Background: an optimization exercise with open tools, aiming at small area. Do not read the settings as production practice.
Only simulation tests tie the RTL to the original design; equivalence was not proved.

==> flow/flow/run.sh <==
#!/bin/bash
# Own layout flow: the standard flow (standard.sh) with these changes:
#  - synthesis maps logic with an area-oriented ABC script (flow/abc_area.script)
#    instead of ORFS's speed script; registers are mapped as before (dfflibmap
#    runs before ABC), so their names and cells match the standard synthesis;
#  - Yosys's synth runs without its internal ABC pass (SYNTH_ARGS=-noabc), so
#    the adders written in the RTL reach extract_fa as written;
#  - port buffers are sky130_fd_sc_hd__buf_1 (every port still gets one).
# Each tool's output is in orfs/logs/...; make's own output goes to flow_make.log.
set -euo pipefail
here=$(pwd)
rm -rf "$here/scripts_area"
cp -r "$FLOW_HOME/scripts" "$here/scripts_area"
cp "$here/flow/abc_area.script" "$here/scripts_area/abc_area.script"
bash standard.sh \
  SCRIPTS_DIR="$here/scripts_area" \
  ABC_AREA=1 \
  SYNTH_ARGS=-noabc \
  BUFFER_PORTS_ARGS="-buffer_cell sky130_fd_sc_hd__buf_1" \
  finish > "$here/flow_make.log" 2>&1
==> flow/flow/abc_area.script <==
strash
&get -n
&deepsyn -T 60
&b
&put
dch
map -a
topo
stime -c
==> flow/standard.sh <==
#!/bin/bash
# synth_recipe.tcl (not shown) runs the flow's synth.tcl, then flattens the netlist and writes it again
# the make line also repeats each setting of config.mk as NAME=value (left out here)
make -C /OpenROAD-flow-scripts/flow DESIGN_CONFIG=/design/flow/config.mk WORK_HOME=/design/flow/orfs CLKGATE_MAP_FILE= SYNTH_SCRIPT=/design/flow/synth_recipe.tcl "${@:-finish}"
==> flow/config.mk <==
export PLATFORM = sky130hd
export DESIGN_NAME = inverter_5level_top
export DESIGN_NICKNAME = inverter_5level_top
export VERILOG_FILES = /design/flow/design.v
export SDC_FILE = /design/flow/constraint.sdc
export NUM_CORES = 4
export LEC_CHECK = 0
export CAP_MARGIN = 0
export CORE_MARGIN = 2
export CORE_UTILIZATION = 40
export CTS_BUF_LIST = sky130_fd_sc_hd__clkbuf_8
export GPL_TIMING_DRIVEN = 0
export SLEW_MARGIN = 0
==> flow/constraint.sdc <==
create_clock -name core_clock -period 10.0 [get_ports {clk}]
set_input_delay 2.0000 -clock core_clock [delete_from_list [all_inputs] [get_ports {clk}]]
set_output_delay 2.0000 -clock core_clock [all_outputs]
set_load 0.01 [all_outputs]
==> flow/design.v <==
module sine_generator (
    input  wire        clk,
    input  wire        rst_n,
    input  wire        enable,
    input  wire [31:0] freq_increment,
    input  wire [15:0] modulation_index,
    input  wire [15:0] cu,
    output wire        cmp1,
    output wire        cmp2
);
    reg [11:0] ph_low;
    reg [11:0] ph_mid;
    reg        ph_cy;
    reg [7:0]  ph_top;
    wire [11:0] f0 = freq_increment[11:0];
    wire [11:0] f1 = freq_increment[23:12];
    wire [7:0]  f2 = freq_increment[31:24];
    wire [12:0] c0;
    wire [11:0] s0;
    wire [12:0] c1;
    wire [11:0] s1;
    wire [8:0]  c2;
    wire [7:0]  s2;
    assign c0[0] = 1'b0;
    assign c1[0] = ph_cy;
    assign c2[0] = 1'b0;
    genvar gi;
    generate
        for (gi = 0; gi < 12; gi = gi + 1) begin : g_low
            assign s0[gi]   = ph_low[gi] ^ f0[gi] ^ c0[gi];
            assign c0[gi+1] = (ph_low[gi] & f0[gi]) | (ph_low[gi] & c0[gi]) | (f0[gi] & c0[gi]);
            assign s1[gi]   = ph_mid[gi] ^ f1[gi] ^ c1[gi];
            assign c1[gi+1] = (ph_mid[gi] & f1[gi]) | (ph_mid[gi] & c1[gi]) | (f1[gi] & c1[gi]);
        end
        for (gi = 0; gi < 8; gi = gi + 1) begin : g_top
            assign s2[gi]   = ph_top[gi] ^ f2[gi] ^ c2[gi];
            assign c2[gi+1] = (ph_top[gi] & f2[gi]) | (ph_top[gi] & c2[gi]) | (f2[gi] & c2[gi]);
        end
    endgenerate
    wire k_now  = ph_cy & (&ph_mid);
    wire k_next = c0[12] & (&s1);
    wire inc    = k_now ? k_next : (c1[12] | k_next);
    wire [7:0] run;
    assign run[0] = inc;
    generate
        for (gi = 1; gi < 8; gi = gi + 1) begin : g_inc
            assign run[gi] = run[gi-1] & s2[gi-1];
        end
    endgenerate
    wire [7:0] top_next = s2 ^ run;
    always @(posedge clk or negedge rst_n) begin
        if (!rst_n) begin
            ph_low <= 12'd0;
            ph_mid <= 12'd0;
            ph_cy  <= 1'b0;
            ph_top <= 8'd0;
        end else if (enable) begin
            ph_low <= s0;
            ph_mid <= s1;
            ph_cy  <= c0[12];
            ph_top <= top_next;
        end else begin
            ph_low <= 12'd0;
            ph_mid <= 12'd0;
            ph_cy  <= 1'b0;
            ph_top <= 8'd0;
        end
    end
    wire [7:0] p = ph_top;
    wire       s = p[7];
    wire [6:0] idx = p[6] ? (7'd64 - {1'b0, p[5:0]}) : {1'b0, p[5:0]};
    reg [23:0] dg;
    reg [6:0]  zt;
    always @(*) begin
        case (idx)
            7'd0: {zt, dg} = 31'h7f000000;
            7'd1: {zt, dg} = 31'h06221004;
            7'd2: {zt, dg} = 31'h00280112;
            7'd3: {zt, dg} = 31'h02180027;
            7'd4: {zt, dg} = 31'h00442308;
            7'd5: {zt, dg} = 31'h00400f00;
            7'd6: {zt, dg} = 31'h00601902;
            7'd7: {zt, dg} = 31'h00610814;
            7'd8: {zt, dg} = 31'h0e500422;
            7'd9: {zt, dg} = 31'h00042340;
            7'd10: {zt, dg} = 31'h00051042;
            7'd11: {zt, dg} = 31'h00020154;
            7'd12: {zt, dg} = 31'h00300146;
            7'd13: {zt, dg} = 31'h02020065;
            7'd14: {zt, dg} = 31'h02807205;
            7'd15: {zt, dg} = 31'h1e846010;
            7'd16: {zt, dg} = 31'h00904300;
            7'd17: {zt, dg} = 31'h02a04a05;
            7'd18: {zt, dg} = 31'h00815c22;
            7'd19: {zt, dg} = 31'h06944228;
            7'd20: {zt, dg} = 31'h028e2001;
            7'd21: {zt, dg} = 31'h02861001;
            7'd22: {zt, dg} = 31'h00850a10;
            7'd23: {zt, dg} = 31'h02a0040b;
            7'd24: {zt, dg} = 31'h06801224;
            7'd25: {zt, dg} = 31'h00820d30;
            7'd26: {zt, dg} = 31'h00c82100;
            7'd27: {zt, dg} = 31'h00c01900;
            7'd28: {zt, dg} = 31'h00da0500;
            7'd29: {zt, dg} = 31'h02e4100b;
            7'd30: {zt, dg} = 31'h06e20410;
            7'd31: {zt, dg} = 31'h02c80021;
            7'd32: {zt, dg} = 31'h00c10038;
            7'd33: {zt, dg} = 31'h00922d40;
            7'd34: {zt, dg} = 31'h02861841;
            7'd35: {zt, dg} = 31'h00900740;
            7'd36: {zt, dg} = 31'h00a11440;
            7'd37: {zt, dg} = 31'h00b00946;
            7'd38: {zt, dg} = 31'h02841a61;
            7'd39: {zt, dg} = 31'h0083006c;
            7'd40: {zt, dg} = 31'h06800678;
            7'd41: {zt, dg} = 31'h00026184;
            7'd42: {zt, dg} = 31'h00016892;
            7'd43: {zt, dg} = 31'h02085285;
            7'd44: {zt, dg} = 31'h00114884;
            7'd45: {zt, dg} = 31'h060e4090;
            7'd46: {zt, dg} = 31'h00234c80;
            7'd47: {zt, dg} = 31'h00324180;
            7'd48: {zt, dg} = 31'h7e284090;
            7'd49: {zt, dg} = 31'h000057a8;
            7'd50: {zt, dg} = 31'h000241a8;
            7'd51: {zt, dg} = 31'h001140aa;
            7'd52: {zt, dg} = 31'h060042b8;
            7'd53: {zt, dg} = 31'h06083284;
            7'd54: {zt, dg} = 31'h00012086;
            7'd55: {zt, dg} = 31'h02102885;
            7'd56: {zt, dg} = 31'h0011208a;
            7'd57: {zt, dg} = 31'h06002294;
            7'd58: {zt, dg} = 31'h0600229c;
            7'd59: {zt, dg} = 31'h0e001082;
            7'd60: {zt, dg} = 31'h00091084;
            7'd61: {zt, dg} = 31'h0202108d;
            7'd62: {zt, dg} = 31'h00040982;
            7'd63: {zt, dg} = 31'h00030480;
            7'd64: {zt, dg} = 31'h00000180;
            default: {zt, dg} = 31'h00000000;
        endcase
    end
    wire [7:0] dg_p1 = dg[23:16];
    wire [7:0] dg_n1 = dg[15:8];
    wire [7:0] dg_p2 = dg[7:0];
    wire [15:0] m = modulation_index;
    wire [15:0] cx = cu ^ {16{s}};
    wire [15:0] ncx = ~cx;
    wire [7:0]  dn1n = dg_n1;
    wire z = zt[0] | (m[14:0] == 15'd0) |
             (zt[1] & (m[13:0] == 14'd0)) |
             (zt[2] & (m[12:0] == 13'd0)) |
             (zt[3] & (m[11:0] == 12'd0)) |
             (zt[4] & (m[10:0] == 11'd0)) |
             (zt[5] & (m[9:0] == 10'd0)) |
             (zt[6] & (m[8:0] == 9'd0));
    wire szn = (s & ~z);
    wire pn0_0 = ((dg_p1[0] & m[0]) | (dg_n1[0] & ~m[0]));
    wire pn0_1 = ((dg_p1[0] & m[1]) | (dg_n1[0] & ~m[1]) | (dg_p2[0] & m[0]));
    wire pn0_2 = ((dg_p1[0] & m[2]) | (dg_n1[0] & ~m[2]) | (dg_p2[0] & m[1]));
    wire pn0_3 = ((dg_p1[0] & m[3]) | (dg_n1[0] & ~m[3]) | (dg_p2[0] & m[2]));
    wire pn0_4 = ((dg_p1[0] & m[4]) | (dg_n1[0] & ~m[4]) | (dg_p2[0] & m[3]));
    wire pn0_5 = ((dg_p1[0] & m[5]) | (dg_n1[0] & ~m[5]) | (dg_p2[0] & m[4]));
    wire pn0_6 = ((dg_p1[0] & m[6]) | (dg_n1[0] & ~m[6]) | (dg_p2[0] & m[5]));
    wire pn0_7 = ((dg_p1[0] & m[7]) | (dg_n1[0] & ~m[7]) | (dg_p2[0] & m[6]));
    wire pn0_8 = ((dg_p1[0] & m[8]) | (dg_n1[0] & ~m[8]) | (dg_p2[0] & m[7]));
    wire pn0_9 = ((dg_p1[0] & m[9]) | (dg_n1[0] & ~m[9]) | (dg_p2[0] & m[8]));
    wire pn0_10 = ((dg_p1[0] & m[10]) | (dg_n1[0] & ~m[10]) | (dg_p2[0] & m[9]));
    wire pn0_11 = ((dg_p1[0] & m[11]) | (dg_n1[0] & ~m[11]) | (dg_p2[0] & m[10]));
    wire pn0_12 = ((dg_p1[0] & m[12]) | (dg_n1[0] & ~m[12]) | (dg_p2[0] & m[11]));
    wire pn0_13 = ((dg_p1[0] & m[13]) | (dg_n1[0] & ~m[13]) | (dg_p2[0] & m[12]));
    wire pn0_14 = ((dg_p1[0] & m[14]) | (dg_n1[0] & ~m[14]) | (dg_p2[0] & m[13]));
    wire pn0_15 = ((dg_p1[0] & m[15]) | (dg_n1[0] & ~m[15]) | (dg_p2[0] & m[14]));
    wire pt0 = ~((dg_p1[0] & m[15]) | (dg_n1[0] & ~m[15]) | (dg_p2[0] & m[15]));
    wire pn1_0 = ((dg_p1[1] & m[0]) | (dg_n1[1] & ~m[0]));
    wire pn1_1 = ((dg_p1[1] & m[1]) | (dg_n1[1] & ~m[1]) | (dg_p2[1] & m[0]));
    wire pn1_2 = ((dg_p1[1] & m[2]) | (dg_n1[1] & ~m[2]) | (dg_p2[1] & m[1]));
    wire pn1_3 = ((dg_p1[1] & m[3]) | (dg_n1[1] & ~m[3]) | (dg_p2[1] & m[2]));
    wire pn1_4 = ((dg_p1[1] & m[4]) | (dg_n1[1] & ~m[4]) | (dg_p2[1] & m[3]));
    wire pn1_5 = ((dg_p1[1] & m[5]) | (dg_n1[1] & ~m[5]) | (dg_p2[1] & m[4]));
    wire pn1_6 = ((dg_p1[1] & m[6]) | (dg_n1[1] & ~m[6]) | (dg_p2[1] & m[5]));
    wire pn1_7 = ((dg_p1[1] & m[7]) | (dg_n1[1] & ~m[7]) | (dg_p2[1] & m[6]));
    wire pn1_8 = ((dg_p1[1] & m[8]) | (dg_n1[1] & ~m[8]) | (dg_p2[1] & m[7]));
    wire pn1_9 = ((dg_p1[1] & m[9]) | (dg_n1[1] & ~m[9]) | (dg_p2[1] & m[8]));
    wire pn1_10 = ((dg_p1[1] & m[10]) | (dg_n1[1] & ~m[10]) | (dg_p2[1] & m[9]));
    wire pn1_11 = ((dg_p1[1] & m[11]) | (dg_n1[1] & ~m[11]) | (dg_p2[1] & m[10]));
    wire pn1_12 = ((dg_p1[1] & m[12]) | (dg_n1[1] & ~m[12]) | (dg_p2[1] & m[11]));
    wire pn1_13 = ((dg_p1[1] & m[13]) | (dg_n1[1] & ~m[13]) | (dg_p2[1] & m[12]));
    wire pn1_14 = ((dg_p1[1] & m[14]) | (dg_n1[1] & ~m[14]) | (dg_p2[1] & m[13]));
    wire pn1_15 = ((dg_p1[1] & m[15]) | (dg_n1[1] & ~m[15]) | (dg_p2[1] & m[14]));
    wire pt1 = ~((dg_p1[1] & m[15]) | (dg_n1[1] & ~m[15]) | (dg_p2[1] & m[15]));
    wire pn2_0 = ((dg_p1[2] & m[0]) | (dg_n1[2] & ~m[0]));
    wire pn2_1 = ((dg_p1[2] & m[1]) | (dg_n1[2] & ~m[1]) | (dg_p2[2] & m[0]));
    wire pn2_2 = ((dg_p1[2] & m[2]) | (dg_n1[2] & ~m[2]) | (dg_p2[2] & m[1]));
    wire pn2_3 = ((dg_p1[2] & m[3]) | (dg_n1[2] & ~m[3]) | (dg_p2[2] & m[2]));
    wire pn2_4 = ((dg_p1[2] & m[4]) | (dg_n1[2] & ~m[4]) | (dg_p2[2] & m[3]));
    wire pn2_5 = ((dg_p1[2] & m[5]) | (dg_n1[2] & ~m[5]) | (dg_p2[2] & m[4]));
    wire pn2_6 = ((dg_p1[2] & m[6]) | (dg_n1[2] & ~m[6]) | (dg_p2[2] & m[5]));
    wire pn2_7 = ((dg_p1[2] & m[7]) | (dg_n1[2] & ~m[7]) | (dg_p2[2] & m[6]));
    wire pn2_8 = ((dg_p1[2] & m[8]) | (dg_n1[2] & ~m[8]) | (dg_p2[2] & m[7]));
    wire pn2_9 = ((dg_p1[2] & m[9]) | (dg_n1[2] & ~m[9]) | (dg_p2[2] & m[8]));
    wire pn2_10 = ((dg_p1[2] & m[10]) | (dg_n1[2] & ~m[10]) | (dg_p2[2] & m[9]));
    wire pn2_11 = ((dg_p1[2] & m[11]) | (dg_n1[2] & ~m[11]) | (dg_p2[2] & m[10]));
    wire pn2_12 = ((dg_p1[2] & m[12]) | (dg_n1[2] & ~m[12]) | (dg_p2[2] & m[11]));
    wire pn2_13 = ((dg_p1[2] & m[13]) | (dg_n1[2] & ~m[13]) | (dg_p2[2] & m[12]));
    wire pn2_14 = ((dg_p1[2] & m[14]) | (dg_n1[2] & ~m[14]) | (dg_p2[2] & m[13]));
    wire pn2_15 = ((dg_p1[2] & m[15]) | (dg_n1[2] & ~m[15]) | (dg_p2[2] & m[14]));
    wire pt2 = ~((dg_p1[2] & m[15]) | (dg_n1[2] & ~m[15]) | (dg_p2[2] & m[15]));
    wire pn3_0 = ((dg_p1[3] & m[0]) | (dg_n1[3] & ~m[0]));
    wire pn3_1 = ((dg_p1[3] & m[1]) | (dg_n1[3] & ~m[1]) | (dg_p2[3] & m[0]));
    wire pn3_2 = ((dg_p1[3] & m[2]) | (dg_n1[3] & ~m[2]) | (dg_p2[3] & m[1]));
    wire pn3_3 = ((dg_p1[3] & m[3]) | (dg_n1[3] & ~m[3]) | (dg_p2[3] & m[2]));
    wire pn3_4 = ((dg_p1[3] & m[4]) | (dg_n1[3] & ~m[4]) | (dg_p2[3] & m[3]));
    wire pn3_5 = ((dg_p1[3] & m[5]) | (dg_n1[3] & ~m[5]) | (dg_p2[3] & m[4]));
    wire pn3_6 = ((dg_p1[3] & m[6]) | (dg_n1[3] & ~m[6]) | (dg_p2[3] & m[5]));
    wire pn3_7 = ((dg_p1[3] & m[7]) | (dg_n1[3] & ~m[7]) | (dg_p2[3] & m[6]));
    wire pn3_8 = ((dg_p1[3] & m[8]) | (dg_n1[3] & ~m[8]) | (dg_p2[3] & m[7]));
    wire pn3_9 = ((dg_p1[3] & m[9]) | (dg_n1[3] & ~m[9]) | (dg_p2[3] & m[8]));
    wire pn3_10 = ((dg_p1[3] & m[10]) | (dg_n1[3] & ~m[10]) | (dg_p2[3] & m[9]));
    wire pn3_11 = ((dg_p1[3] & m[11]) | (dg_n1[3] & ~m[11]) | (dg_p2[3] & m[10]));
    wire pn3_12 = ((dg_p1[3] & m[12]) | (dg_n1[3] & ~m[12]) | (dg_p2[3] & m[11]));
    wire pn3_13 = ((dg_p1[3] & m[13]) | (dg_n1[3] & ~m[13]) | (dg_p2[3] & m[12]));
    wire pn3_14 = ((dg_p1[3] & m[14]) | (dg_n1[3] & ~m[14]) | (dg_p2[3] & m[13]));
    wire pn3_15 = ((dg_p1[3] & m[15]) | (dg_n1[3] & ~m[15]) | (dg_p2[3] & m[14]));
    wire pt3 = ~((dg_p1[3] & m[15]) | (dg_n1[3] & ~m[15]) | (dg_p2[3] & m[15]));
    wire pn4_0 = ((dg_p1[4] & m[0]) | (dg_n1[4] & ~m[0]));
    wire pn4_1 = ((dg_p1[4] & m[1]) | (dg_n1[4] & ~m[1]) | (dg_p2[4] & m[0]));
    wire pn4_2 = ((dg_p1[4] & m[2]) | (dg_n1[4] & ~m[2]) | (dg_p2[4] & m[1]));
    wire pn4_3 = ((dg_p1[4] & m[3]) | (dg_n1[4] & ~m[3]) | (dg_p2[4] & m[2]));
    wire pn4_4 = ((dg_p1[4] & m[4]) | (dg_n1[4] & ~m[4]) | (dg_p2[4] & m[3]));
    wire pn4_5 = ((dg_p1[4] & m[5]) | (dg_n1[4] & ~m[5]) | (dg_p2[4] & m[4]));
    wire pn4_6 = ((dg_p1[4] & m[6]) | (dg_n1[4] & ~m[6]) | (dg_p2[4] & m[5]));
    wire pn4_7 = ((dg_p1[4] & m[7]) | (dg_n1[4] & ~m[7]) | (dg_p2[4] & m[6]));
    wire pn4_8 = ((dg_p1[4] & m[8]) | (dg_n1[4] & ~m[8]) | (dg_p2[4] & m[7]));
    wire pn4_9 = ((dg_p1[4] & m[9]) | (dg_n1[4] & ~m[9]) | (dg_p2[4] & m[8]));
    wire pn4_10 = ((dg_p1[4] & m[10]) | (dg_n1[4] & ~m[10]) | (dg_p2[4] & m[9]));
    wire pn4_11 = ((dg_p1[4] & m[11]) | (dg_n1[4] & ~m[11]) | (dg_p2[4] & m[10]));
    wire pn4_12 = ((dg_p1[4] & m[12]) | (dg_n1[4] & ~m[12]) | (dg_p2[4] & m[11]));
    wire pn4_13 = ((dg_p1[4] & m[13]) | (dg_n1[4] & ~m[13]) | (dg_p2[4] & m[12]));
    wire pn4_14 = ((dg_p1[4] & m[14]) | (dg_n1[4] & ~m[14]) | (dg_p2[4] & m[13]));
    wire pn4_15 = ((dg_p1[4] & m[15]) | (dg_n1[4] & ~m[15]) | (dg_p2[4] & m[14]));
    wire pt4 = ~((dg_p1[4] & m[15]) | (dg_n1[4] & ~m[15]) | (dg_p2[4] & m[15]));
    wire pn5_0 = ((dg_p1[5] & m[0]) | (dg_n1[5] & ~m[0]));
    wire pn5_1 = ((dg_p1[5] & m[1]) | (dg_n1[5] & ~m[1]) | (dg_p2[5] & m[0]));
    wire pn5_2 = ((dg_p1[5] & m[2]) | (dg_n1[5] & ~m[2]) | (dg_p2[5] & m[1]));
    wire pn5_3 = ((dg_p1[5] & m[3]) | (dg_n1[5] & ~m[3]) | (dg_p2[5] & m[2]));
    wire pn5_4 = ((dg_p1[5] & m[4]) | (dg_n1[5] & ~m[4]) | (dg_p2[5] & m[3]));
    wire pn5_5 = ((dg_p1[5] & m[5]) | (dg_n1[5] & ~m[5]) | (dg_p2[5] & m[4]));
    wire pn5_6 = ((dg_p1[5] & m[6]) | (dg_n1[5] & ~m[6]) | (dg_p2[5] & m[5]));
    wire pn5_7 = ((dg_p1[5] & m[7]) | (dg_n1[5] & ~m[7]) | (dg_p2[5] & m[6]));
    wire pn5_8 = ((dg_p1[5] & m[8]) | (dg_n1[5] & ~m[8]) | (dg_p2[5] & m[7]));
    wire pn5_9 = ((dg_p1[5] & m[9]) | (dg_n1[5] & ~m[9]) | (dg_p2[5] & m[8]));
    wire pn5_10 = ((dg_p1[5] & m[10]) | (dg_n1[5] & ~m[10]) | (dg_p2[5] & m[9]));
    wire pn5_11 = ((dg_p1[5] & m[11]) | (dg_n1[5] & ~m[11]) | (dg_p2[5] & m[10]));
    wire pn5_12 = ((dg_p1[5] & m[12]) | (dg_n1[5] & ~m[12]) | (dg_p2[5] & m[11]));
    wire pn5_13 = ((dg_p1[5] & m[13]) | (dg_n1[5] & ~m[13]) | (dg_p2[5] & m[12]));
    wire pn5_14 = ((dg_p1[5] & m[14]) | (dg_n1[5] & ~m[14]) | (dg_p2[5] & m[13]));
    wire pn5_15 = ((dg_p1[5] & m[15]) | (dg_n1[5] & ~m[15]) | (dg_p2[5] & m[14]));
    wire pt5 = ~((dg_p1[5] & m[15]) | (dg_n1[5] & ~m[15]) | (dg_p2[5] & m[15]));
    wire pn6_0 = ((dg_p1[6] & m[0]) | (dg_n1[6] & ~m[0]));
    wire pn6_1 = ((dg_p1[6] & m[1]) | (dg_n1[6] & ~m[1]) | (dg_p2[6] & m[0]));
    wire pn6_2 = ((dg_p1[6] & m[2]) | (dg_n1[6] & ~m[2]) | (dg_p2[6] & m[1]));
    wire pn6_3 = ((dg_p1[6] & m[3]) | (dg_n1[6] & ~m[3]) | (dg_p2[6] & m[2]));
    wire pn6_4 = ((dg_p1[6] & m[4]) | (dg_n1[6] & ~m[4]) | (dg_p2[6] & m[3]));
    wire pn6_5 = ((dg_p1[6] & m[5]) | (dg_n1[6] & ~m[5]) | (dg_p2[6] & m[4]));
    wire pn6_6 = ((dg_p1[6] & m[6]) | (dg_n1[6] & ~m[6]) | (dg_p2[6] & m[5]));
    wire pn6_7 = ((dg_p1[6] & m[7]) | (dg_n1[6] & ~m[7]) | (dg_p2[6] & m[6]));
    wire pn6_8 = ((dg_p1[6] & m[8]) | (dg_n1[6] & ~m[8]) | (dg_p2[6] & m[7]));
    wire pn6_9 = ((dg_p1[6] & m[9]) | (dg_n1[6] & ~m[9]) | (dg_p2[6] & m[8]));
    wire pn6_10 = ((dg_p1[6] & m[10]) | (dg_n1[6] & ~m[10]) | (dg_p2[6] & m[9]));
    wire pn6_11 = ((dg_p1[6] & m[11]) | (dg_n1[6] & ~m[11]) | (dg_p2[6] & m[10]));
    wire pn6_12 = ((dg_p1[6] & m[12]) | (dg_n1[6] & ~m[12]) | (dg_p2[6] & m[11]));
    wire pn6_13 = ((dg_p1[6] & m[13]) | (dg_n1[6] & ~m[13]) | (dg_p2[6] & m[12]));
    wire pn6_14 = ((dg_p1[6] & m[14]) | (dg_n1[6] & ~m[14]) | (dg_p2[6] & m[13]));
    wire pn6_15 = ((dg_p1[6] & m[15]) | (dg_n1[6] & ~m[15]) | (dg_p2[6] & m[14]));
    wire pt6 = ~((dg_p1[6] & m[15]) | (dg_n1[6] & ~m[15]) | (dg_p2[6] & m[15]));
    wire pn7_0 = ((dg_p1[7] & m[0]) | (dg_n1[7] & ~m[0]));
    wire pn7_1 = ((dg_p1[7] & m[1]) | (dg_n1[7] & ~m[1]) | (dg_p2[7] & m[0]));
    wire pn7_2 = ((dg_p1[7] & m[2]) | (dg_n1[7] & ~m[2]) | (dg_p2[7] & m[1]));
    wire pn7_3 = ((dg_p1[7] & m[3]) | (dg_n1[7] & ~m[3]) | (dg_p2[7] & m[2]));
    wire pn7_4 = ((dg_p1[7] & m[4]) | (dg_n1[7] & ~m[4]) | (dg_p2[7] & m[3]));
    wire pn7_5 = ((dg_p1[7] & m[5]) | (dg_n1[7] & ~m[5]) | (dg_p2[7] & m[4]));
    wire pn7_6 = ((dg_p1[7] & m[6]) | (dg_n1[7] & ~m[6]) | (dg_p2[7] & m[5]));
    wire pn7_7 = ((dg_p1[7] & m[7]) | (dg_n1[7] & ~m[7]) | (dg_p2[7] & m[6]));
    wire pn7_8 = ((dg_p1[7] & m[8]) | (dg_n1[7] & ~m[8]) | (dg_p2[7] & m[7]));
    wire pn7_9 = ((dg_p1[7] & m[9]) | (dg_n1[7] & ~m[9]) | (dg_p2[7] & m[8]));
    wire pn7_10 = ((dg_p1[7] & m[10]) | (dg_n1[7] & ~m[10]) | (dg_p2[7] & m[9]));
    wire pn7_11 = ((dg_p1[7] & m[11]) | (dg_n1[7] & ~m[11]) | (dg_p2[7] & m[10]));
    wire pn7_12 = ((dg_p1[7] & m[12]) | (dg_n1[7] & ~m[12]) | (dg_p2[7] & m[11]));
    wire pn7_13 = ((dg_p1[7] & m[13]) | (dg_n1[7] & ~m[13]) | (dg_p2[7] & m[12]));
    wire pn7_14 = ((dg_p1[7] & m[14]) | (dg_n1[7] & ~m[14]) | (dg_p2[7] & m[13]));
    wire pn7_15 = ((dg_p1[7] & m[15]) | (dg_n1[7] & ~m[15]) | (dg_p2[7] & m[14]));
    wire pt7 = ~((dg_p1[7] & m[15]) | (dg_n1[7] & ~m[15]) | (dg_p2[7] & m[15]));
    wire hs1, hc2;
    assign {hc2, hs1} = pn0_15 + pn1_13;
    wire fs3, fc4;
    assign {fc4, fs3} = 1'b1 + pt0 + pn1_14;
    wire hs5, hc6;
    assign {hc6, hs5} = 1'b1 + pn1_15;
    wire hs7, hc8;
    assign {hc8, hs7} = pn0_10 + pn1_8;
    wire hs9, hc10;
    assign {hc10, hs9} = pn0_11 + pn1_9;
    wire fs11, fc12;
    assign {fc12, fs11} = pn0_12 + pn1_10 + pn2_8;
    wire hs13, hc14;
    assign {hc14, hs13} = pn3_6 + pn4_4;
    wire fs15, fc16;
    assign {fc16, fs15} = pn0_13 + pn1_11 + pn2_9;
    wire hs17, hc18;
    assign {hc18, hs17} = pn3_7 + pn4_5;
    wire fs19, fc20;
    assign {fc20, fs19} = pn0_14 + pn1_12 + pn2_10;
    wire fs21, fc22;
    assign {fc22, fs21} = pn3_8 + pn4_6 + pn5_4;
    wire hs23, hc24;
    assign {hc24, hs23} = pn6_2 + pn7_0;
    wire fs25, fc26;
    assign {fc26, fs25} = hs1 + pn2_11 + pn3_9;
    wire fs27, fc28;
    assign {fc28, fs27} = pn4_7 + pn5_5 + pn6_3;
    wire fs29, fc30;
    assign {fc30, fs29} = pn7_1 + szn + ncx[0];
    wire fs31, fc32;
    assign {fc32, fs31} = hc2 + fs3 + pn2_12;
    wire fs33, fc34;
    assign {fc34, fs33} = pn3_10 + pn4_8 + pn5_6;
    wire fs35, fc36;
    assign {fc36, fs35} = pn6_4 + pn7_2 + ncx[1];
    wire fs37, fc38;
    assign {fc38, fs37} = fc4 + hs5 + pn2_13;
    wire fs39, fc40;
    assign {fc40, fs39} = pn3_11 + pn4_9 + pn5_7;
    wire fs41, fc42;
    assign {fc42, fs41} = pn6_5 + pn7_3 + ncx[2];
    wire fs43, fc44;
    assign {fc44, fs43} = hc6 + pt1 + pn2_14;
    wire fs45, fc46;
    assign {fc46, fs45} = pn3_12 + pn4_10 + pn5_8;
    wire fs47, fc48;
    assign {fc48, fs47} = pn6_6 + pn7_4 + ncx[3];
    wire fs49, fc50;
    assign {fc50, fs49} = 1'b1 + pn2_15 + pn3_13;
    wire fs51, fc52;
    assign {fc52, fs51} = pn4_11 + pn5_9 + pn6_7;
    wire hs53, hc54;
    assign {hc54, hs53} = pn7_5 + ncx[4];
    wire fs55, fc56;
    assign {fc56, fs55} = pt2 + pn3_14 + pn4_12;
    wire fs57, fc58;
    assign {fc58, fs57} = pn5_10 + pn6_8 + pn7_6;
    wire fs59, fc60;
    assign {fc60, fs59} = 1'b1 + pn3_15 + pn4_13;
    wire hs61, hc62;
    assign {hc62, hs61} = pn5_11 + pn6_9;
    wire fs63, fc64;
    assign {fc64, fs63} = pt3 + pn4_14 + pn5_12;
    wire hs65, hc66;
    assign {hc66, hs65} = 1'b1 + pn4_15;
    wire hs67, hc68;
    assign {hc68, hs67} = pn0_6 + pn1_4;
    wire hs69, hc70;
    assign {hc70, hs69} = pn0_7 + pn1_5;
    wire fs71, fc72;
    assign {fc72, fs71} = pn0_8 + pn1_6 + pn2_4;
    wire hs73, hc74;
    assign {hc74, hs73} = pn3_2 + pn4_0;
    wire fs75, fc76;
    assign {fc76, fs75} = pn0_9 + pn1_7 + pn2_5;
    wire hs77, hc78;
    assign {hc78, hs77} = pn3_3 + pn4_1;
    wire fs79, fc80;
    assign {fc80, fs79} = hs7 + pn2_6 + pn3_4;
    wire fs81, fc82;
    assign {fc82, fs81} = pn4_2 + pn5_0 + dn1n[5];
    wire fs83, fc84;
    assign {fc84, fs83} = hc8 + hs9 + pn2_7;
    wire fs85, fc86;
    assign {fc86, fs85} = pn3_5 + pn4_3 + pn5_1;
    wire fs87, fc88;
    assign {fc88, fs87} = hc10 + fs11 + hs13;
    wire fs89, fc90;
    assign {fc90, fs89} = pn5_2 + pn6_0 + dn1n[6];
    wire fs91, fc92;
    assign {fc92, fs91} = fc12 + hc14 + fs15;
    wire fs93, fc94;
    assign {fc94, fs93} = hs17 + pn5_3 + pn6_1;
    wire fs95, fc96;
    assign {fc96, fs95} = fc16 + hc18 + fs19;
    wire fs97, fc98;
    assign {fc98, fs97} = fs21 + hs23 + dn1n[7];
    wire fs99, fc100;
    assign {fc100, fs99} = fc20 + fc22 + hc24;
    wire fs101, fc102;
    assign {fc102, fs101} = fs25 + fs27 + fs29;
    wire fs103, fc104;
    assign {fc104, fs103} = fc26 + fc28 + fc30;
    wire fs105, fc106;
    assign {fc106, fs105} = fs31 + fs33 + fs35;
    wire fs107, fc108;
    assign {fc108, fs107} = fc32 + fc34 + fc36;
    wire fs109, fc110;
    assign {fc110, fs109} = fs37 + fs39 + fs41;
    wire fs111, fc112;
    assign {fc112, fs111} = fc38 + fc40 + fc42;
    wire fs113, fc114;
    assign {fc114, fs113} = fs43 + fs45 + fs47;
    wire fs115, fc116;
    assign {fc116, fs115} = fc44 + fc46 + fc48;
    wire fs117, fc118;
    assign {fc118, fs117} = fs49 + fs51 + hs53;
    wire fs119, fc120;
    assign {fc120, fs119} = fc50 + fc52 + hc54;
    wire fs121, fc122;
    assign {fc122, fs121} = fs55 + fs57 + ncx[5];
    wire fs123, fc124;
    assign {fc124, fs123} = fc56 + fc58 + fs59;
    wire fs125, fc126;
    assign {fc126, fs125} = hs61 + pn7_7 + ncx[6];
    wire fs127, fc128;
    assign {fc128, fs127} = fc60 + hc62 + fs63;
    wire fs129, fc130;
    assign {fc130, fs129} = pn6_10 + pn7_8 + ncx[7];
    wire fs131, fc132;
    assign {fc132, fs131} = fc64 + hs65 + pn5_13;
    wire fs133, fc134;
    assign {fc134, fs133} = pn6_11 + pn7_9 + ncx[8];
    wire fs135, fc136;
    assign {fc136, fs135} = hc66 + pt4 + pn5_14;
    wire fs137, fc138;
    assign {fc138, fs137} = pn6_12 + pn7_10 + ncx[9];
    wire fs139, fc140;
    assign {fc140, fs139} = 1'b1 + pn5_15 + pn6_13;
    wire hs141, hc142;
    assign {hc142, hs141} = pn7_11 + ncx[10];
    wire fs143, fc144;
    assign {fc144, fs143} = pt5 + pn6_14 + pn7_12;
    wire hs145, hc146;
    assign {hc146, hs145} = 1'b1 + pn6_15;
    wire hs147, hc148;
    assign {hc148, hs147} = pn0_4 + pn1_2;
    wire hs149, hc150;
    assign {hc150, hs149} = pn0_5 + pn1_3;
    wire fs151, fc152;
    assign {fc152, fs151} = hs67 + pn2_2 + pn3_0;
    wire fs153, fc154;
    assign {fc154, fs153} = hc68 + hs69 + pn2_3;
    wire fs155, fc156;
    assign {fc156, fs155} = hc70 + fs71 + hs73;
    wire fs157, fc158;
    assign {fc158, fs157} = fc72 + hc74 + fs75;
    wire fs159, fc160;
    assign {fc160, fs159} = fc76 + hc78 + fs79;
    wire fs161, fc162;
    assign {fc162, fs161} = fc80 + fc82 + fs83;
    wire fs163, fc164;
    assign {fc164, fs163} = fc84 + fc86 + fs87;
    wire fs165, fc166;
    assign {fc166, fs165} = fc88 + fc90 + fs91;
    wire fs167, fc168;
    assign {fc168, fs167} = fc92 + fc94 + fs95;
    wire fs169, fc170;
    assign {fc170, fs169} = fc96 + fc98 + fs99;
    wire fs171, fc172;
    assign {fc172, fs171} = fc100 + fc102 + fs103;
    wire fs173, fc174;
    assign {fc174, fs173} = fc104 + fc106 + fs107;
    wire fs175, fc176;
    assign {fc176, fs175} = fc108 + fc110 + fs111;
    wire fs177, fc178;
    assign {fc178, fs177} = fc112 + fc114 + fs115;
    wire fs179, fc180;
    assign {fc180, fs179} = fc116 + fc118 + fs119;
    wire fs181, fc182;
    assign {fc182, fs181} = fc120 + fc122 + fs123;
    wire fs183, fc184;
    assign {fc184, fs183} = fc124 + fc126 + fs127;
    wire fs185, fc186;
    assign {fc186, fs185} = fc128 + fc130 + fs131;
    wire fs187, fc188;
    assign {fc188, fs187} = fc132 + fc134 + fs135;
    wire fs189, fc190;
    assign {fc190, fs189} = fc136 + fc138 + fs139;
    wire fs191, fc192;
    assign {fc192, fs191} = fc140 + hc142 + fs143;
    wire fs193, fc194;
    assign {fc194, fs193} = fc144 + hs145 + pn7_13;
    wire fs195, fc196;
    assign {fc196, fs195} = hc146 + pt6 + pn7_14;
    wire hs197, hc198;
    assign {hc198, hs197} = 1'b1 + pn7_15;
    wire hs199, hc200;
    assign {hc200, hs199} = pn0_2 + pn1_0;
    wire hs201, hc202;
    assign {hc202, hs201} = pn0_3 + pn1_1;
    wire fs203, fc204;
    assign {fc204, fs203} = hs147 + pn2_0 + dn1n[2];
    wire fs205, fc206;
    assign {fc206, fs205} = hc148 + hs149 + pn2_1;
    wire fs207, fc208;
    assign {fc208, fs207} = hc150 + fs151 + dn1n[3];
    wire fs209, fc210;
    assign {fc210, fs209} = fc152 + fs153 + pn3_1;
    wire fs211, fc212;
    assign {fc212, fs211} = fc154 + fs155 + dn1n[4];
    wire fs213, fc214;
    assign {fc214, fs213} = fc156 + fs157 + hs77;
    wire fs215, fc216;
    assign {fc216, fs215} = fc158 + fs159 + fs81;
    wire fs217, fc218;
    assign {fc218, fs217} = fc160 + fs161 + fs85;
    wire fs219, fc220;
    assign {fc220, fs219} = fc162 + fs163 + fs89;
    wire fs221, fc222;
    assign {fc222, fs221} = fc164 + fs165 + fs93;
    wire fs223, fc224;
    assign {fc224, fs223} = fc166 + fs167 + fs97;
    wire fs225, fc226;
    assign {fc226, fs225} = fc168 + fs169 + fs101;
    wire fs227, fc228;
    assign {fc228, fs227} = fc170 + fs171 + fs105;
    wire fs229, fc230;
    assign {fc230, fs229} = fc172 + fs173 + fs109;
    wire fs231, fc232;
    assign {fc232, fs231} = fc174 + fs175 + fs113;
    wire fs233, fc234;
    assign {fc234, fs233} = fc176 + fs177 + fs117;
    wire fs235, fc236;
    assign {fc236, fs235} = fc178 + fs179 + fs121;
    wire fs237, fc238;
    assign {fc238, fs237} = fc180 + fs181 + fs125;
    wire fs239, fc240;
    assign {fc240, fs239} = fc182 + fs183 + fs129;
    wire fs241, fc242;
    assign {fc242, fs241} = fc184 + fs185 + fs133;
    wire fs243, fc244;
    assign {fc244, fs243} = fc186 + fs187 + fs137;
    wire fs245, fc246;
    assign {fc246, fs245} = fc188 + fs189 + hs141;
    wire fs247, fc248;
    assign {fc248, fs247} = fc190 + fs191 + ncx[11];
    wire fs249, fc250;
    assign {fc250, fs249} = fc192 + fs193 + ncx[12];
    wire fs251, fc252;
    assign {fc252, fs251} = fc194 + fs195 + ncx[13];
    wire fs253, fc254;
    assign {fc254, fs253} = fc196 + hs197 + ncx[14];
    wire fs255, fc256;
    assign {fc256, fs255} = hc198 + 1'b1 + pt7;
    wire [31:0] ra = {fc256, fc254, fc252, fc250, fc248, fc246, fc244, fc242, fc240, fc238, fc236, fc234, fc232, fc230, fc228, fc226, fc224, fc222, fc220, fc218, fc216, fc214, fc212, fc210, fc208, fc206, fc204, hc202, hc200, hs199, pn0_1, pn0_0};
    wire [31:0] rb = {1'b0, fs255, fs253, fs251, fs249, fs247, fs245, fs243, fs241, fs239, fs237, fs235, fs233, fs231, fs229, fs227, fs225, fs223, fs221, fs219, fs217, fs215, fs213, fs211, fs209, fs207, fs205, fs203, hs201, dn1n[1], 1'b0, dn1n[0]};
    wire [29:0] cg = ra[29:0] & rb[29:0];
    wire [29:0] cp = ra[29:0] | rb[29:0];
    wire tg0_0 = cg[1] | (cp[1] & cg[0]);
    wire tg0_1 = cg[3] | (cp[3] & cg[2]);
    wire tp0_1 = cp[3] & cp[2];
    wire tg0_2 = cg[5] | (cp[5] & cg[4]);
    wire tp0_2 = cp[5] & cp[4];
    wire tg0_3 = cg[7] | (cp[7] & cg[6]);
    wire tp0_3 = cp[7] & cp[6];
    wire tg0_4 = cg[9] | (cp[9] & cg[8]);
    wire tp0_4 = cp[9] & cp[8];
    wire tg0_5 = cg[11] | (cp[11] & cg[10]);
    wire tp0_5 = cp[11] & cp[10];
    wire tg0_6 = cg[13] | (cp[13] & cg[12]);
    wire tp0_6 = cp[13] & cp[12];
    wire tg0_7 = cg[15] | (cp[15] & cg[14]);
    wire tp0_7 = cp[15] & cp[14];
    wire tg0_8 = cg[17] | (cp[17] & cg[16]);
    wire tp0_8 = cp[17] & cp[16];
    wire tg0_9 = cg[19] | (cp[19] & cg[18]);
    wire tp0_9 = cp[19] & cp[18];
    wire tg0_10 = cg[21] | (cp[21] & cg[20]);
    wire tp0_10 = cp[21] & cp[20];
    wire tg0_11 = cg[23] | (cp[23] & cg[22]);
    wire tp0_11 = cp[23] & cp[22];
    wire tg0_12 = cg[25] | (cp[25] & cg[24]);
    wire tp0_12 = cp[25] & cp[24];
    wire tg0_13 = cg[27] | (cp[27] & cg[26]);
    wire tp0_13 = cp[27] & cp[26];
    wire tg0_14 = cg[29] | (cp[29] & cg[28]);
    wire tp0_14 = cp[29] & cp[28];
    wire tg1_0 = tg0_1 | (tp0_1 & tg0_0);
    wire tg1_1 = tg0_3 | (tp0_3 & tg0_2);
    wire tp1_1 = tp0_3 & tp0_2;
    wire tg1_2 = tg0_5 | (tp0_5 & tg0_4);
    wire tp1_2 = tp0_5 & tp0_4;
    wire tg1_3 = tg0_7 | (tp0_7 & tg0_6);
    wire tp1_3 = tp0_7 & tp0_6;
    wire tg1_4 = tg0_9 | (tp0_9 & tg0_8);
    wire tp1_4 = tp0_9 & tp0_8;
    wire tg1_5 = tg0_11 | (tp0_11 & tg0_10);
    wire tp1_5 = tp0_11 & tp0_10;
    wire tg1_6 = tg0_13 | (tp0_13 & tg0_12);
    wire tp1_6 = tp0_13 & tp0_12;
    wire tg2_0 = tg1_1 | (tp1_1 & tg1_0);
    wire tg2_1 = tg1_3 | (tp1_3 & tg1_2);
    wire tp2_1 = tp1_3 & tp1_2;
    wire tg2_2 = tg1_5 | (tp1_5 & tg1_4);
    wire tp2_2 = tp1_5 & tp1_4;
    wire tg2_3 = tg0_14 | (tp0_14 & tg1_6);
    wire tp2_3 = tp0_14 & tp1_6;
    wire tg3_0 = tg2_1 | (tp2_1 & tg2_0);
    wire tg3_1 = tg2_3 | (tp2_3 & tg2_2);
    wire tp3_1 = tp2_3 & tp2_2;
    wire tg4_0 = tg3_1 | (tp3_1 & tg3_0);
    wire        k30 = tg4_0;
    wire        e2 = cx[15];
    wire        e1 = ~cx[15];
    wire        a30 = ra[30];
    wire        b30 = rb[30];
    wire [1:0]  t2 = a30 + b30 + e2 + k30;
    wire [1:0]  t1 = a30 + b30 + e1 + k30;
    wire        d31_2 = ra[31] ^ rb[31] ^ t2[1];
    wire        d31_1 = ra[31] ^ rb[31] ^ t1[1];
    assign cmp2 = ~(s ^ d31_2);
    assign cmp1 = ~(s ^ d31_1);
endmodule
module carrier_generator (
    input  wire        clk,
    input  wire        rst_n,
    input  wire        enable,
    input  wire [15:0] freq_div,
    output wire [15:0] cu,
    output reg         sync_pulse
);
    reg [15:0] counter;
    reg        counter_dir;
    reg        prev_dir;
    wire [16:0] cnt_inc;
    assign cnt_inc[0] = 1'b1;
    wire [15:0] cnt_plus1;
    genvar gi;
    generate
        for (gi = 0; gi < 16; gi = gi + 1) begin : g_inc
            assign cnt_plus1[gi]  = counter[gi] ^ cnt_inc[gi];
            assign cnt_inc[gi+1]  = counter[gi] & cnt_inc[gi];
        end
    endgenerate
    wire [16:0] ge;
    assign ge[0] = 1'b1;
    generate
        for (gi = 0; gi < 16; gi = gi + 1) begin : g_ge
            assign ge[gi+1] = (cnt_plus1[gi] & ~freq_div[gi]) | (ge[gi] & (cnt_plus1[gi] | ~freq_div[gi]));
        end
    endgenerate
    wire wrap = (|freq_div) && (cnt_inc[16] || ge[16]);
    always @(posedge clk or negedge rst_n) begin
        if (!rst_n) begin
            counter     <= 16'd0;
            counter_dir <= 1'b0;
            prev_dir    <= 1'b0;
            sync_pulse  <= 1'b0;
        end else if (enable) begin
            if (wrap) begin
                counter     <= 16'd0;
                counter_dir <= ~counter_dir;
            end else begin
                counter     <= cnt_plus1;
            end
            prev_dir   <= counter_dir;
            sync_pulse <= ~prev_dir & counter_dir;
        end else begin
            counter     <= 16'd0;
            counter_dir <= 1'b0;
            sync_pulse  <= 1'b0;
        end
    end
    assign cu = counter_dir ? {counter[15], ~counter[14:0]} : counter;
endmodule
module pwm_comparator #(
    parameter RESET_CMP = 1'b0
)(
    input  wire       clk,
    input  wire       rst_n,
    input  wire       enable,
    input  wire       cmp_next,
    input  wire [7:0] deadtime,
    output wire       pwm_high,
    output wire       pwm_low
);
    reg       cmp;
    reg       pwm_raw;
    reg       pwm_raw_prev;
    reg [7:0] deadtime_counter;
    reg       out_en;
    wire       edge_seen = pwm_raw ^ pwm_raw_prev;
    wire       dt_zero   = ~|deadtime_counter;
    wire [8:0] borrow;
    wire [7:0] dt_dec;
    assign borrow[0] = 1'b1;
    genvar gi;
    generate
        for (gi = 0; gi < 8; gi = gi + 1) begin : g_dec
            assign dt_dec[gi]   = deadtime_counter[gi] ^ borrow[gi];
            assign borrow[gi+1] = borrow[gi] & ~deadtime_counter[gi];
        end
    endgenerate
    wire [7:0] dt_next = edge_seen ? deadtime : (dt_zero ? 8'd0 : dt_dec);
    always @(posedge clk or negedge rst_n) begin
        if (!rst_n) begin
            cmp              <= RESET_CMP;
            pwm_raw          <= 1'b0;
            pwm_raw_prev     <= 1'b0;
            deadtime_counter <= 8'd0;
            out_en           <= 1'b0;
        end else begin
            cmp              <= enable ? cmp_next : RESET_CMP;
            pwm_raw          <= enable & cmp;
            pwm_raw_prev     <= enable & pwm_raw;
            deadtime_counter <= enable ? dt_next : 8'd0;
            out_en           <= enable & ~edge_seen & dt_zero;
        end
    end
    assign pwm_high = out_en & pwm_raw_prev;
    assign pwm_low  = out_en & ~pwm_raw_prev;
endmodule
module inverter_5level_top #(
    parameter DATA_WIDTH = 16,
    parameter PHASE_WIDTH = 32,
    parameter DEADTIME_WIDTH = 8,
    parameter CARRIER_DIV_WIDTH = 16
)(
    input  wire                         clk,
    input  wire                         rst_n,
    input  wire                         enable,
    input  wire [PHASE_WIDTH-1:0]       freq_50hz,
    input  wire [DATA_WIDTH-1:0]        modulation_index,
    input  wire [DEADTIME_WIDTH-1:0]    deadtime_cycles,
    input  wire [CARRIER_DIV_WIDTH-1:0] carrier_freq_div,
    output wire                         pwm1_ch1_high,
    output wire                         pwm1_ch1_low,
    output wire                         pwm1_ch2_high,
    output wire                         pwm1_ch2_low,
    output wire                         pwm2_ch1_high,
    output wire                         pwm2_ch1_low,
    output wire                         pwm2_ch2_high,
    output wire                         pwm2_ch2_low,
    output wire                         sync_pulse,
    output wire                         fault
);
    wire [15:0] cu;
    wire        cmp1, cmp2;
    carrier_generator carrier_gen (
        .clk        (clk),
        .rst_n      (rst_n),
        .enable     (enable),
        .freq_div   (carrier_freq_div),
        .cu         (cu),
        .sync_pulse (sync_pulse)
    );
    sine_generator sine_gen (
        .clk              (clk),
        .rst_n            (rst_n),
        .enable           (enable),
        .freq_increment   (freq_50hz),
        .modulation_index (modulation_index),
        .cu               (cu),
        .cmp1             (cmp1),
        .cmp2             (cmp2)
    );
    wire h1, l1, h2, l2;
    pwm_comparator #(.RESET_CMP(1'b1)) pwm1 (
        .clk (clk), .rst_n (rst_n), .enable (enable),
        .cmp_next (cmp1), .deadtime (deadtime_cycles),
        .pwm_high (h1), .pwm_low (l1)
    );
    pwm_comparator #(.RESET_CMP(1'b0)) pwm2 (
        .clk (clk), .rst_n (rst_n), .enable (enable),
        .cmp_next (cmp2), .deadtime (deadtime_cycles),
        .pwm_high (h2), .pwm_low (l2)
    );
    assign pwm1_ch1_high = h1;
    assign pwm1_ch1_low  = l1;
    assign pwm1_ch2_high = h1;
    assign pwm1_ch2_low  = l1;
    assign pwm2_ch1_high = h2;
    assign pwm2_ch1_low  = l2;
    assign pwm2_ch2_high = h2;
    assign pwm2_ch2_low  = l2;
    assign fault = 1'b0;
endmodule
==> results.yml, run 1 <==
hold_path:
  min_from: "carrier_gen.prev_dir"
  hold_class: "flop to flop"
floorplanning:
  io_pins: 85
  rows: 58
  initial_core_util_pct: 40.5
  die_height_um: 164
  core-area_mm2: 0.0251
  die_x_um: 164
  die_area_mm2: 0.0267
drt:
  dr.pass1.iters: 6
  wl_per_cell_um: 18.6
  routed_wl_um: 31700
  vias_per_cell: 5.71
  via_count: 9760
  dr.first_iter.drc_count: 886
  drtAntennaViolNets: 0
  drt_drc_violations_left: 0
synth:
  yosysWarnings: 4
  synthAdderAreaFrac_pct: 33.6
  ys_async_sr_fraction_pct: 100
  syn_inst: 1265
  ys_types: 38
  synth-simple-area-share_pct: 16.1
  synth_top_family_by_area: "adder cells"
  syn-cell-area_mm2: 0.0102
  synth_ff_type: "dfrtp_1"
  synth_top_area_cell: "fa_1"
  muxShareOfSynthArea_pct: 0
  ys_seq_area_share_pct: 18.7
  synth-edff-count: 0
  synth-seq-cells: 76
  yosys-top-cells-area: "fa_1 (26%), dfrtp_1 (18%), clkinv_1 (8.0%)"
  syn_avg_cell_area_um2: 8.04
  synth_top_area_share_pct: 25.6
  synth_compound_area_share_pct: 21.3
  syn-num-nets: 1535
  yosys.area_share.xor_xnor_pct: 1.89
sta:
  finalHoldViolCount: 0
  fin_crit_ns: 9.48
  worstMarginPinSlew_ns: 1.27
  fmax_mhz: 105
  timing.slew.headroom_pct: 14.8
  setup_violations: 0
  timing.hold.ws_ns: 0.439
  fin_setup_tns_ns: 0
  slew_violations: 0
  post-route-period-util_pct: 94.8
  fin_skew_ns: 0.00986
  setup_ws_ns: 0.518
clocking:
  cts_sinks: 76
  cts-root-buf: "clkbuf_8"
  cts_hold_buf: 0
  numCtsBuffers: 9
  cts_tree: "done"
  clk-insertion-delay-late_ns: 0.35
  htree_levels: 3
  clk_pin_slew_ns: 0.07
  clockBufferDepth: 2
critical_path:
  end_kind: "flop"
  cp_data_required_time_ns: 10.27
  reg2reg_to: "pwm2.cmp"
  crit_cells: 27
  crit_path_max_incr_delay_ns: 0.51
  cpMaxStageDelayCell: "fa_1"
  crit_top_cell: "fa_1"
  worst-path-max-fanout: 2
  crit_buf_inv: 2
  critical-path-top-delay-family: "adder cells"
  rrSetupSlack_ns: 0.73
  rr_worst_depth: 43
  startpoint: "freq_50hz[12]"
  r2r_start: "sine_gen.ph_top[0]"
  endpoint: "sine_gen.ph_top[7]"
  path_class: "input pin to flop"
  worstPathArrival_ns: 9.75
  cp-start-kind: "input pin"
final_layout:
  layout_common_cells: "clkinv_1 (209), nor2_1 (193), fa_1 (130), nand2_1 (129), o21ai_0 (115)"
  final_common_cell: "clkinv_1"
  final_nets: 1646
  syn2layout_area_growth_pct: 12.3
  fin_area_mm2: 0.0114
  antennaDiodeCount: 0
  drive_above_1_share_pct: 5.72
placed_design:
  place_hpwl_um: 24900
  port_buffers: 83
  placedInstanceArea_mm2: 0.0110
  place.gp.congestion: 0.985
  dp_slack_ns: -2.29
global_route:
  grt_start_max_net_pins: 42
  grt_overflow: 0
  antenna_found_initial: 0
  grt_pass1_vias: 9887
  grt_pass1_wl_um: 52100
  grt_usage_pct: 24.7
outcome:
  status: "complete, no violations"
job:
  maxCapViolCount: 0
[worst reg2reg max path: cells and delay by family (launching register included)]
| family | cells | cell delay (ns) |
|---|---|---|
| AOI/OAI and AO/OA | 19 | 3.88 |
| adders and majority gates | 4 | 1.61 |
| DFF | 1 | 0.45 |
| buffers and inverters | 4 | 0.72 |
| and+or+nand+nor | 16 | 2.52 |
[cells by family after synthesis]
| logic type | Yosys count |
|---|---|
| flip-flops | 76 |
| AND/OR/NAND/NOR | 405 |
| buffers and inverters | 223 |
| adder cells (fa/ha/maj) | 195 |
| XOR/XNOR | 22 |
| other | 1 |
| AO/OA/AOI/OAI | 343 |
[worst min path at each step]
stage	cells past startpoint	endpoint	slack [ns]
final	1	carrier_gen.sync_pulse	0.44
after global routing	2	pwm1.pwm_raw	0.46
after CTS	1	carrier_gen.sync_pulse	0.44
after detailed placement	1	carrier_gen.sync_pulse	0.43
after global placement	1	carrier_gen.sync_pulse	0.42
after floorplan	1	carrier_gen.sync_pulse	0.41
[metrics by stage]
step	util (%)	std cells
after detailed placement	43.8	1686
after global placement	43.4	1678
after floorplan	-	1265
after global routing	45.5	1710
after CTS	45.1	1704
final	45.5	1710
[cell type report]
class	instances	area (um2)
clock buffer	12	165
sequential	76	1900
clock inverter	3	37.5
fill	2592	13700
buffer	5	37.5
timing repair buffer	100	469
multi-input combinational	966	7570
tap	330	413
inverter	218	833
[repair_timing]
| item | in CTS | in global routing |
|---|---|---|
| resized for setup | 25 | 20 |
| endpoints found under the setup margin | 2 | 3 |
| pin swaps | 2 | 2 |
| setup buffers | 3 | 6 |
[cells in the mapped netlist (6+ instances only)]
| cell | instances |
|---|---|
| nand3_1 | 20 |
| nand4_1 | 10 |
| nor3_1 | 22 |
| fa_1 | 130 |
| nand2_1 | 136 |
| ha_1 | 65 |
| nor4_1 | 9 |
| or2_2 | 6 |
| nor2_1 | 201 |
| o221ai_1 | 36 |
| o21ai_0 | 120 |
| o22ai_1 | 58 |
| a221oi_1 | 13 |
| xor2_1 | 16 |
| xnor2_1 | 6 |
| a21oi_1 | 45 |
| clkinv_1 | 218 |
| a22oi_1 | 37 |
| dfrtp_1 | 75 |
[layer usage]
| layer | up-vias | part of all wire, % | wire, um | GRT usage, % |
|---|---|---|---|---|
| met2 | 481 | 47 | 15000 | 41.7 |
| met4 | 0 | 3.2 | 1020 | 8.33 |
| met3 | 75 | 7.5 | 2380 | 3.43 |
| li1 | 4575 | - | - | - |
| met1 | 4629 | 42 | 13300 | 32.8 |
| met5 | - | 0 | 0 | 0 |
[flip-flops by register name, indices dropped and copies added, names as in the netlist]
register	cells
pwm2.out_en	1
carrier_gen.sync_pulse	1
pwm1.deadtime_counter	8
sine_gen.ph_low	12
pwm2.pwm_raw	1
pwm2.pwm_raw_prev	1
carrier_gen.prev_dir	1
pwm2.deadtime_counter	8
pwm1.cmp	1
pwm1.pwm_raw	1
sine_gen.ph_top	8
pwm1.pwm_raw_prev	1
sine_gen.ph_cy	1
pwm1.out_en	1
carrier_gen.counter_dir	1
pwm2.cmp	1
sine_gen.ph_mid	12
carrier_gen.counter	16
==> inputs of run 2 (changes only) <==
--- a/flow/config.mk
+++ b/flow/config.mk
@@ -9,5 +9,5 @@
 export CORE_MARGIN = 2
 export CORE_UTILIZATION = 40
-export CTS_BUF_LIST = sky130_fd_sc_hd__clkbuf_8
+export CTS_BUF_LIST = sky130_fd_sc_hd__clkbuf_4 sky130_fd_sc_hd__clkbuf_8
 export GPL_TIMING_DRIVEN = 0
 export SLEW_MARGIN = 0
==> run 2 against run 1 <==
Still clean; first-iteration DRC count shrank 12%; register-to-register slack barely moved; design area is essentially flat; global-route usage barely moved; cell count is the same; core utilization about the same; clock skew about the same; worst setup slack got worse by 0.0024 ns; highest routed layer unchanged.
==> results.yml, run 2 <==
sta:
  fin_crit_ns: 9.48
  worstMarginPinSlew_ns: 1.27
  finalHoldViolCount: 0
  slew_violations: 0
  setup_violations: 0
  post-route-period-util_pct: 94.8
  timing.slew.headroom_pct: 15.0
  fmax_mhz: 105
  fin_skew_ns: 0.00978
  setup_ws_ns: 0.516
  fin_setup_tns_ns: 0
critical_path:
  cp_data_required_time_ns: 10.27
  worst-path-max-fanout: 2
  crit_path_max_incr_delay_ns: 0.51
  crit_top_cell: "fa_1"
  rr_worst_depth: 43
  end_kind: "flop"
  cp-start-kind: "input pin"
  cpMaxStageDelayCell: "fa_1"
  r2r_start: "sine_gen.ph_top[0]"
  worstPathArrival_ns: 9.75
  reg2reg_to: "pwm2.cmp"
  rrSetupSlack_ns: 0.73
  path_class: "input pin to flop"
global_route:
  grt_overflow: 0
  grt_start_max_net_pins: 42
  grt_usage_pct: 24.7
  grt_pass1_wl_um: 52200
  grt_pass1_vias: 9889
  antenna_found_initial: 0
clocking:
  htree_levels: 3
  clk_pin_slew_ns: 0.07
  clk-insertion-delay-late_ns: 0.34
  numCtsBuffers: 9
  clockBufferDepth: 2
  cts-root-buf: "clkbuf_8"
  cts_sinks: 76
  cts_tree: "done"
hold_path:
  hold_end: "carrier_gen.sync_pulse"
  hold_class: "flop to flop"
  whs_path_depth: 1
  min_from: "carrier_gen.prev_dir"
drt:
  dr.first_iter.drc_count: 779
  vias_per_cell: 5.72
  drt_drc_violations_left: 0
  dr.pass1.iters: 6
  wl_per_cell_um: 18.5
  via_count: 9785
  drtAntennaViolNets: 0
  routed_wl_um: 31700
placed_design:
  port_buffers: 83
  place.gp.congestion: 0.985
  dp_slack_ns: -2.29
  place_hpwl_um: 24900
  placedInstanceArea_mm2: 0.0110
synth:
  syn-cell-area_mm2: 0.0102
  yosysWarnings: 4
  yosysMostFrequentCell: "clkinv_1"
  synth-seq-cells: 76
  syn_inst: 1265
  ys_types: 38
  synthTopCellsByCount: "clkinv_1 (218), nor2_1 (201), nand2_1 (136)"
  yosys-top-cells-area: "fa_1 (26%), dfrtp_1 (18%), clkinv_1 (8.0%)"
  synth_top_area_share_pct: 25.6
  ys_seq_area_share_pct: 18.7
  ys_async_sr_fraction_pct: 100
  synth-edff-count: 0
  synth_ff_type: "dfrtp_1"
  syn_avg_cell_area_um2: 8.04
  syn-num-nets: 1535
  synth_top_area_cell: "fa_1"
final_layout:
  final_common_cell: "clkinv_1"
  drive_above_1_share_pct: 5.87
  reg_top3: "carrier_gen.counter (16), sine_gen.ph_low (12), sine_gen.ph_mid (12)"
  largest_reg_flops: 16
  layout_common_cells: "clkinv_1 (209), nor2_1 (193), fa_1 (130), nand2_1 (129), o21ai_0 (115)"
  multi_input_area_mm2: 0.00757
  largest_register: "carrier_gen.counter"
  antennaDiodeCount: 0
  syn2layout_area_growth_pct: 12.4
  fin_area_mm2: 0.0114
  nFillCells: 2593
  final_nets: 1646
  seq_area_mm2: 0.00190
floorplanning:
  io_pins: 85
  rows: 58
  die_area_mm2: 0.0267
  initial_core_util_pct: 40.5
  die_height_um: 164
  core-area_mm2: 0.0251
  die_x_um: 164
job:
  maxCapViolCount: 0
outcome:
  status: "complete, no violations"
## run 2: cell count changes in the layout (fill, tap and decap cells not counted)
cell	change
inv_1	-2
clkbuf_4	+2
## run 2: stage by stage
step | cells | hold slack (ns) | utilization, %
floorplan | 1265 | 0.410 | -
global placement | 1678 | 0.417 | 43.4
detailed placement | 1686 | 0.435 | 43.8
CTS | 1704 | 0.441 | 45.1
global route | 1710 | 0.460 | 45.6
finish | 1710 | 0.439 | 45.6
## run 2: how the worst max path moves through the flow
stage,start,to,slack (ns)
2_1_floorplan,sine_gen.ph_top[0],pwm2.cmp,0.55
3_3_place_gp,sine_gen.ph_top[0],pwm2.cmp,-4.04
3_5_place_dp,sine_gen.ph_top[0],pwm2.cmp,-2.29
4_1_cts,sine_gen.ph_top[0],pwm2.cmp,0.06
5_1_grt,sine_gen.ph_top[0],pwm2.cmp,-0.001
6_report,freq_50hz[12],sine_gen.ph_top[7],0.52
## run 2: routing by layer
layer | GRT usage, % | part of all wire (%)
met1 | 32.8 | 43
met2 | 41.7 | 48
met3 | 3.43 | 6.6
met4 | 8.33 | 3.3
met5 | 0 | 0
## run 2: logic make-up after synthesis
family          after synthesis  synth area share, %
flops                        76                 18.7
buf+inv                     223                 8.41
xor+xnor                     22                 1.89
simple gates                405                 16.1
compound gates              343                 21.3
fa+ha+maj                   195                 33.6
other cells                   1               0.0369
## run 2: layout make-up
| class | count | share of cell area, % |
|---|---|---|
| Timing Repair Buffer | 100 | 4.10 |
| Sequential cell | 76 | 16.7 |
| Tap cell | 330 | 3.61 |
| Buffer | 5 | 0.328 |
| Multi-Input combinational cell | 966 | 66.2 |
| Clock inverter | 1 | 0.263 |
| Clock buffer | 14 | 1.58 |
| Inverter | 218 | 7.29 |
## run 2: critical path, delay by kind of cell
family                   cells  cell delay (ns)
adder cells (fa/ha/maj)     19             6.39
AO/OA/AOI/OAI                3             0.55
AND/OR/NAND/NOR              2             0.50
buffers and inverters        2             0.17
XOR/XNOR                     1             0.14
## run 2: what timing repair did
item,CTS,global route
endpoints found under the setup margin,2,3
hold endpoints to repair,0,0
hold buffers,0,0
buffers inserted,3,6
pin swaps,2,2
resized for setup,25,20

==> static timing again, ports no longer ideal <==
No port has a modelled driver above. Below, the same layouts with a new extraction and two added sets of constraints. Step 1, drivers: a clkbuf_16 drives clk and a buf_2 each remaining input, both assumed. Step 2, shift: input delay + t, output delay - t, t = (earliest + latest rising clock arrival at the registers) / 2. This alone moves slack from input paths to output paths. a / b / c = ideal ports / drivers / drivers and shift; a / b = the first two.
| run | shift t [ns] | setup WS [ns] | pins driven straight from the clock port |
|---|---|---|---|
| run 1 | 0.374 | 0.518 / 0.528 / 0.154 | 1 |
| run 2 | 0.372 | 0.516 / 0.526 / 0.154 | 1 |
After both steps setup and hold are still met in every run listed. The setup slack of run 1, which loses most, moves by +0.010 ns with the drivers and by -0.364 ns with both steps.
